Context: an optimization exercise on an open-source flow, tuned for small area and a short achievable clock period. The choices shown serve that exercise and are no tape-out recipe.
Where RTL was checked, it was by simulation tests only, not by an equivalence proof against the original.
Power figures rest on the tool's default switching activity, not on a simulated workload.

== lane 4 ==
==> module cl_abstop, before the edit <==
module cl_abstop(
    input  logic [15:0] x,
    output logic [5:0]  m        
    );
    logic s;
    assign s = x[15];
    logic [2:0] ng, nh;       
    genvar i;
    generate
        for (i = 0; i < 3; i++) begin : g_ng
            g_nor4 u (.a(x[4*i]), .b(x[4*i+1]), .c(x[4*i+2]), .d(x[4*i+3]), .y(ng[i]));
            g_nor4 v (.a(x[4*i]), .b(x[4*i+1]), .c(x[4*i+2]), .d(x[4*i+3]), .y(nh[i]));
        end
    endgenerate
    logic z9, z10, z12, z13, z14;    
    g_nor2  u_z9  (.a(x[8]), .b(x[9]), .y(z9));
    g_nor3  u_z10 (.a(x[8]), .b(x[9]), .c(x[10]), .y(z10));
    g_inv   u_z12 (.a(x[12]), .y(z12));
    g_nor2  u_z13 (.a(x[12]), .b(x[13]), .y(z13));
    g_nor3  u_z14 (.a(x[12]), .b(x[13]), .c(x[14]), .y(z14));
    logic [15:10] lo;         
    g_nand3 u_l10 (.a(ng[0]), .b(ng[1]), .c(z9),  .y(lo[10]));
    g_nand3 u_l11 (.a(ng[0]), .b(ng[1]), .c(z10), .y(lo[11]));
    g_nand3 u_l12 (.a(ng[0]), .b(ng[1]), .c(ng[2]), .y(lo[12]));
    g_nand4 u_l13 (.a(nh[0]), .b(nh[1]), .c(nh[2]), .d(z12), .y(lo[13]));
    g_nand4 u_l14 (.a(nh[0]), .b(nh[1]), .c(nh[2]), .d(z13), .y(lo[14]));
    g_nand4 u_l15 (.a(nh[0]), .b(nh[1]), .c(nh[2]), .d(z14), .y(lo[15]));
    logic sn;
    g_inv   u_sn  (.a(s), .y(sn));
    g_nor2  u_m15 (.a(sn), .b(lo[15]), .y(m[5]));
    generate
        for (i = 10; i < 15; i++) begin : g_m
            logic t;
            g_and2 u_t (.a(s), .b(lo[i]), .y(t));
            g_xor2 u_m (.a(x[i]), .b(t), .y(m[i-10]));
        end
    endgenerate
endmodule
Settings: LEC_CHECK=0, CAP_MARGIN=20, CORE_MARGIN=2, CORE_UTILIZATION=65, CTS_BUF_LIST=sky130_fd_sc_hd__clkbuf_8, PLACE_DENSITY=0.75, SLEW_MARGIN=20, SYNTH_HIERARCHICAL=1, SYNTH_MINIMUM_KEEP_SIZE=0; clock period 160.0 ns.
standard.sh (not shown) runs the stock make flow with config.mk's settings and CLKGATE_MAP_FILE= SYNTH_SCRIPT=/design/flow/synth_recipe.tcl, a recipe that flattens the netlist after the stock synthesis.
==> flow/flow/run.sh <==
#!/bin/bash
# Layout flow: the standard flow (standard.sh, standard synthesis
# included), with one change made through ORFS's own setting for it: the
# buffers placed on the input and output ports are sky130_fd_sc_hd__buf_2
# cells. The tools' output goes to standard_flow.log in the folder the flow
# runs in (ORFS also keeps each step's log under orfs/logs).
set -euo pipefail
W=$(pwd)
export BUFFER_PORTS_ARGS="-buffer_cell sky130_fd_sc_hd__buf_2"
bash "$W/standard.sh" > "$W/standard_flow.log" 2>&1
Edits applied to the flow inputs when going from lane 4 to lane 3:
-- flow/design.v --
<<< lane 4, line 273
    output logic [5:0]  m        
    );
    logic s;
    assign s = x[15];
    logic [2:0] ng, nh;       
    genvar i;
    generate
        for (i = 0; i < 3; i++) begin : g_ng
            g_nor4 u (.a(x[4*i]), .b(x[4*i+1]), .c(x[4*i+2]), .d(x[4*i+3]), .y(ng[i]));
            g_nor4 v (.a(x[4*i]), .b(x[4*i+1]), .c(x[4*i+2]), .d(x[4*i+3]), .y(nh[i]));
        end
    endgenerate
    logic z9, z10, z12, z13, z14;    
    g_nor2  u_z9  (.a(x[8]), .b(x[9]), .y(z9));
    g_nor3  u_z10 (.a(x[8]), .b(x[9]), .c(x[10]), .y(z10));
    g_inv   u_z12 (.a(x[12]), .y(z12));
    g_nor2  u_z13 (.a(x[12]), .b(x[13]), .y(z13));
    g_nor3  u_z14 (.a(x[12]), .b(x[13]), .c(x[14]), .y(z14));
    logic [15:10] lo;         
    g_nand3 u_l10 (.a(ng[0]), .b(ng[1]), .c(z9),  .y(lo[10]));
    g_nand3 u_l11 (.a(ng[0]), .b(ng[1]), .c(z10), .y(lo[11]));
    g_nand3 u_l12 (.a(ng[0]), .b(ng[1]), .c(ng[2]), .y(lo[12]));
    g_nand4 u_l13 (.a(nh[0]), .b(nh[1]), .c(nh[2]), .d(z12), .y(lo[13]));
    g_nand4 u_l14 (.a(nh[0]), .b(nh[1]), .c(nh[2]), .d(z13), .y(lo[14]));
    g_nand4 u_l15 (.a(nh[0]), .b(nh[1]), .c(nh[2]), .d(z14), .y(lo[15]));
    logic sn;
    g_inv   u_sn  (.a(s), .y(sn));
    g_nor2  u_m15 (.a(sn), .b(lo[15]), .y(m[5]));
    generate
        for (i = 10; i < 15; i++) begin : g_m
            logic t;
            g_and2 u_t (.a(s), .b(lo[i]), .y(t));
            g_xor2 u_m (.a(x[i]), .b(t), .y(m[i-10]));
        end
    endgenerate
>>> lane 3, line 273
    output logic [5:0]  m        
    );
    logic s, sn;
    assign s = x[15];
    g_inv u_sn (.a(s), .y(sn));
    logic [6:0] p;
    genvar i;
    generate
        for (i = 0; i < 7; i++) begin : g_p
            g_nor2 u (.a(x[2*i]), .b(x[2*i+1]), .y(p[i]));
        end
    endgenerate
    logic na, nb;
    g_nand4 u_na (.a(p[0]), .b(p[1]), .c(p[2]), .d(p[3]), .y(na));
    g_nand4 u_nb (.a(p[0]), .b(p[1]), .c(p[2]), .d(p[3]), .y(nb));
    logic x10n, x12n, x14n, o89, h10, h11, h12, h13, h14, h15;
    g_inv   u_i10 (.a(x[10]), .y(x10n));
    g_inv   u_i12 (.a(x[12]), .y(x12n));
    g_inv   u_i14 (.a(x[14]), .y(x14n));
    g_or2   u_h10 (.a(x[8]), .b(x[9]), .y(h10));                                
    g_nand2 u_h11 (.a(p[4]), .b(x10n), .y(h11));                                
    g_nand2 u_h12 (.a(p[4]), .b(p[5]), .y(h12));                                
    g_nand3 u_h13 (.a(p[4]), .b(p[5]), .c(x12n), .y(h13));                      
    g_nand3 u_h14 (.a(p[4]), .b(p[5]), .c(p[6]), .y(h14));                      
    g_nand4 u_h15 (.a(p[4]), .b(p[5]), .c(p[6]), .d(x14n), .y(h15));            
    g_nor3  u_m15 (.a(nb), .b(h15), .c(sn), .y(m[5]));
    logic [4:0] tn;
    g_o21ai u_t10 (.a1(na), .a2(h10), .b1(s), .y(tn[0]));
    g_o21ai u_t11 (.a1(na), .a2(h11), .b1(s), .y(tn[1]));
    g_o21ai u_t12 (.a1(na), .a2(h12), .b1(s), .y(tn[2]));
    g_o21ai u_t13 (.a1(nb), .a2(h13), .b1(s), .y(tn[3]));
    g_o21ai u_t14 (.a1(nb), .a2(h14), .b1(s), .y(tn[4]));
    generate
        for (i = 0; i < 5; i++) begin : g_m
            g_xnor2 u (.a(x[10+i]), .b(tn[i]), .y(m[i]));
        end
    endgenerate
Notes after the runs:
Utilization delta (lane 4 -> lane 3): insignificant. Measured against lane 3, the number of DRC violations after detailed-routing iteration 0 of lane 4 comes out at 0.904 times the reference value. Number of clock buffers in the layout on lane 3 is up relative to lane 4. In terms of area share of buffers outside the clock network, lane 3 and lane 4 differ only marginally. Lane 3 ends up with a first-pass GRT wire length that is 0.79% higher than in lane 4. Any difference in clock power share between lane 4 and lane 3 is small enough to ignore. Compared lane 4 against lane 3; relative contribution of sequential cells to total power within noise. Lane 3 — fraction of power consumed by combinational cells 0.2 points lower, lane 4 as reference. Compared with lane 4, in lane 3 sequential share of cell area level, sum of routed wire length over all layers moved down. [compare] base=lane 4 new=lane 3: slew at the pin with the worst max-slew slack fell 0.0045 ns; cell area after placement about even. Number of iterations in the first detailed-routing pass (lower): lane 4.

* * *

calculator, a different RTL version from the one above (not shown whole).
Size in the first run: roughly 81 flip-flops, ~39 I/O pins.
Design calculator, start of the top module:
module calculator(
    input logic CLK100MHZ,
    input logic RST,      
    input logic [15:0] SW,
    input logic BTNU,  
    input logic BTND,  
    input logic BTNL,  
    input logic BTNR,  
    input logic BTNC,  
    output logic [7:0] AN,       
    output logic [7:0] out       
    );
Settings: LEC_CHECK=0, CAP_MARGIN=20, CORE_MARGIN=2, CORE_UTILIZATION=65, CTS_BUF_LIST=sky130_fd_sc_hd__clkbuf_8, PLACE_DENSITY=0.75, SLEW_MARGIN=20, SYNTH_HIERARCHICAL=1, SYNTH_MINIMUM_KEEP_SIZE=0; clock period 160.0 ns.
Scripts as last shown in full above: flow/flow/run.sh
Edit:
--- a/flow/design.v
+++ b/flow/design.v
@@ -38,17 +38,17 @@
     g_and2  u_2 (.a(x[2]), .b(n), .y(y[2]));
     g_inv   u_i (.a(x[0]), .y(xn));
     g_nand2 u_p (.a(x[2]), .b(xn), .y(p));
     g_and2  u_1 (.a(x[1]), .b(p), .y(y[1]));
 endmodule
 module bin32_to_bcd #(parameter int NBITS = 31, parameter int NDIG = 8, parameter int INJ = 18) (
     input  logic [NBITS-1:0] binary,
     input  logic             inj,        
-    input  logic [5:0]       inj_val,    
+    input  logic [3:0]       inj_val,    
     output logic [4*NDIG-1:0] bcd
     );
     function automatic [63:0] dmax(input integer k, input integer j);
         reg [63:0] v, p;
         integer i;
         begin
             v = (64'd1 << k) - 64'd1;
             p = 64'd1;
@@ -59,18 +59,18 @@
     endfunction
     logic [4*NDIG-1:0] st [0:NBITS];
     assign st[0] = '0;
     genvar k, j;
     generate
         for (k = 0; k < NBITS; k++) begin : g_stage
             logic [4*NDIG-1:0] cur, corr;
             if (k == INJ) begin : g_inj
-                assign cur[4*NDIG-1:6] = st[k][4*NDIG-1:6];
-                for (j = 0; j < 6; j++) begin : g_b
+                assign cur[4*NDIG-1:4] = st[k][4*NDIG-1:4];
+                for (j = 0; j < 4; j++) begin : g_b
                     g_a21o u (.a1(inj), .a2(inj_val[j]), .b1(st[k][j]), .y(cur[j]));
                 end
             end else begin : g_pass
                 assign cur = st[k];
             end
             for (j = 0; j < NDIG; j++) begin : g_dig
                 if (dmax(k, j) >= 8 && k < INJ) begin : g_slow
                     dd_add3_s u (.x(cur[4*j +: 4]), .y(corr[4*j +: 4]));
@@ -303,35 +303,16 @@
     g_o21ai u_t13 (.a1(nb), .a2(h13), .b1(s), .y(tn[3]));
     g_o21ai u_t14 (.a1(nb), .a2(h14), .b1(s), .y(tn[4]));
     generate
         for (i = 0; i < 5; i++) begin : g_m
             g_xnor2 u (.a(x[10+i]), .b(tn[i]), .y(m[i]));
         end
     endgenerate
 endmodule
-module bcd6_line #(parameter logic [15:0] TT = 16'h0) (input logic [3:0] u, output logic y);
-    assign y = TT[u];
-endmodule
-module cl_bcd6(
-    input  logic [5:0] v,
-    output logic [5:1] y      
-    );
-    logic [3:0] u;
-    assign u = v[4:1];
-    logic q1, q0, r0;
-    bcd6_line #(.TT(16'hfc00)) u_q1 (.u(u), .y(q1));
-    bcd6_line #(.TT(16'h83e0)) u_q0 (.u(u), .y(q0));
-    bcd6_line #(.TT(16'h4210)) u_r2 (.u(u), .y(y[3]));
-    bcd6_line #(.TT(16'h318c)) u_r1 (.u(u), .y(y[2]));
-    bcd6_line #(.TT(16'h294a)) u_r0 (.u(u), .y(r0));
-    g_or2 u_t1 (.a(q1), .b(v[5]), .y(y[5]));
-    g_or2 u_t0 (.a(q0), .b(v[5]), .y(y[4]));
-    g_or2 u_u1 (.a(r0), .b(v[5]), .y(y[1]));
-endmodule
 module calculator(
     input logic CLK100MHZ,
     input logic RST,      
     input logic [15:0] SW,
     input logic BTNU,  
     input logic BTND,  
     input logic BTNL,  
     input logic BTNR,  
@@ -515,31 +496,30 @@
     logic is_res;
     assign is_res = (state == RES);
     logic [15:0] rlo;         
     assign rlo = r_div ? quot : ~r_mag[15:0];
     logic big;                
     assign big = is_res & ~r_mag[30] & r_mag[29];
     logic [29:0] val;
     assign val[29:16] = ~(r_mag[29:16] | {14{r_div}} | {14{~is_res}});
-    assign val[15:10] = rlo[15:10] & {6{is_res}};
+    assign val[15:12] = rlo[15:12] & {4{is_res}};
+    logic [11:0] b_disp;
+    assign b_disp = {b_top[1:0], b_mag[9:0]};
     genvar gv;
     generate
-        for (gv = 0; gv < 10; gv++) begin : g_val
-            g_a22o u (.a1(is_res), .a2(rlo[gv]), .b1(~is_res), .b2(b_mag[gv]), .y(val[gv]));
+        for (gv = 0; gv < 12; gv++) begin : g_val
+            g_a22o u (.a1(is_res), .a2(rlo[gv]), .b1(~is_res), .b2(b_disp[gv]), .y(val[gv]));
         end
     endgenerate
-    logic [5:0] b_top_bcd;    
-    cl_bcd6 u_b6 (.v(b_top), .y(b_top_bcd[5:1]));
-    assign b_top_bcd[0] = b_top[0];
     logic neg;
     assign neg = is_res ? (r_neg & (|val)) : s;
     logic [31:0] bcd;
-    bin32_to_bcd #(.NBITS(30), .NDIG(8), .INJ(20)) u_bcd (.binary(val), .inj(~is_res),
-                                                          .inj_val(b_top_bcd), .bcd(bcd));
+    bin32_to_bcd #(.NBITS(30), .NDIG(8), .INJ(18)) u_bcd (.binary(val), .inj(~is_res),
+                                                          .inj_val(b_top[5:2]), .bcd(bcd));
     logic [7:0] dsel;
     always_comb begin
         dsel = '0;
         dsel[d] = 1'b1;
     end
     logic minus;
     assign minus = dsel[7] & neg;
     logic [3:0] kd;
Outcome: Synthesized area fell by 0.88%. Hold slack gets worse by 0.0054 ns. Critical path depth rose by 3. Total power rose by 7.9%. Setup slack barely changes. Global-route usage fell by 1.3 points. Non-clock buffer count rose by 1. Via count fell by 3.1%. Wire length fell by 4.9%. Die area fell by about 0.9%. Count of clock-buffer cells in the layout does not change. Cell area fell by about 1.2%. Maximum frequency is about the same. Sequential share of layout area rose by 0.11 points.
Function not checked in the first run of this note: the RTL went through the layout flow alone.

-- afterwards: timing with drivers on the ports --
The flow's constraints put no driver on any port. The routed layouts listed below were extracted and timed again, unchanged, in two steps.
Step 1: set_driving_cell puts a clkbuf_16 on CLK100MHZ and a buf_2 on each other input, an assumption about the parent block.
Step 2, shift: input delay + t, output delay - t, t = (earliest + latest rising clock arrival at the registers) / 2. This alone moves slack from input paths to output paths.
Slacks: no drivers / after step 1 / after step 2; pairs: no drivers / after step 1.
run | shift t [ns] | slack for setup (ns) | hold WS [ns] | worst setup path at the end | slew at the worst register clock pin (ns)
lane 4 | 0.463 | 86.133 / 86.113 / 86.113 | 0.471 / 0.471 / 0.471 | input to output | 0.11 / 0.11
lane 3 | 0.464 | 86.434 / 86.415 / 86.415 | 0.464 / 0.464 / 0.464 | input to output | 0.11 / 0.11
the first run of note 2 | 0.418 | 86.856 / 86.836 / 86.836 | 0.471 / 0.471 / 0.471 | input to output | 0.10 / 0.10
the second run of note 2 | 0.471 | 86.854 / 86.833 / 86.833 | 0.466 / 0.466 / 0.466 | input to output | 0.11 / 0.11
After both steps setup and hold are still met in every run listed. For the second run of note 2, which loses most, drivers alone change the setup slack by -0.021 ns; drivers and shift together by -0.021 ns.
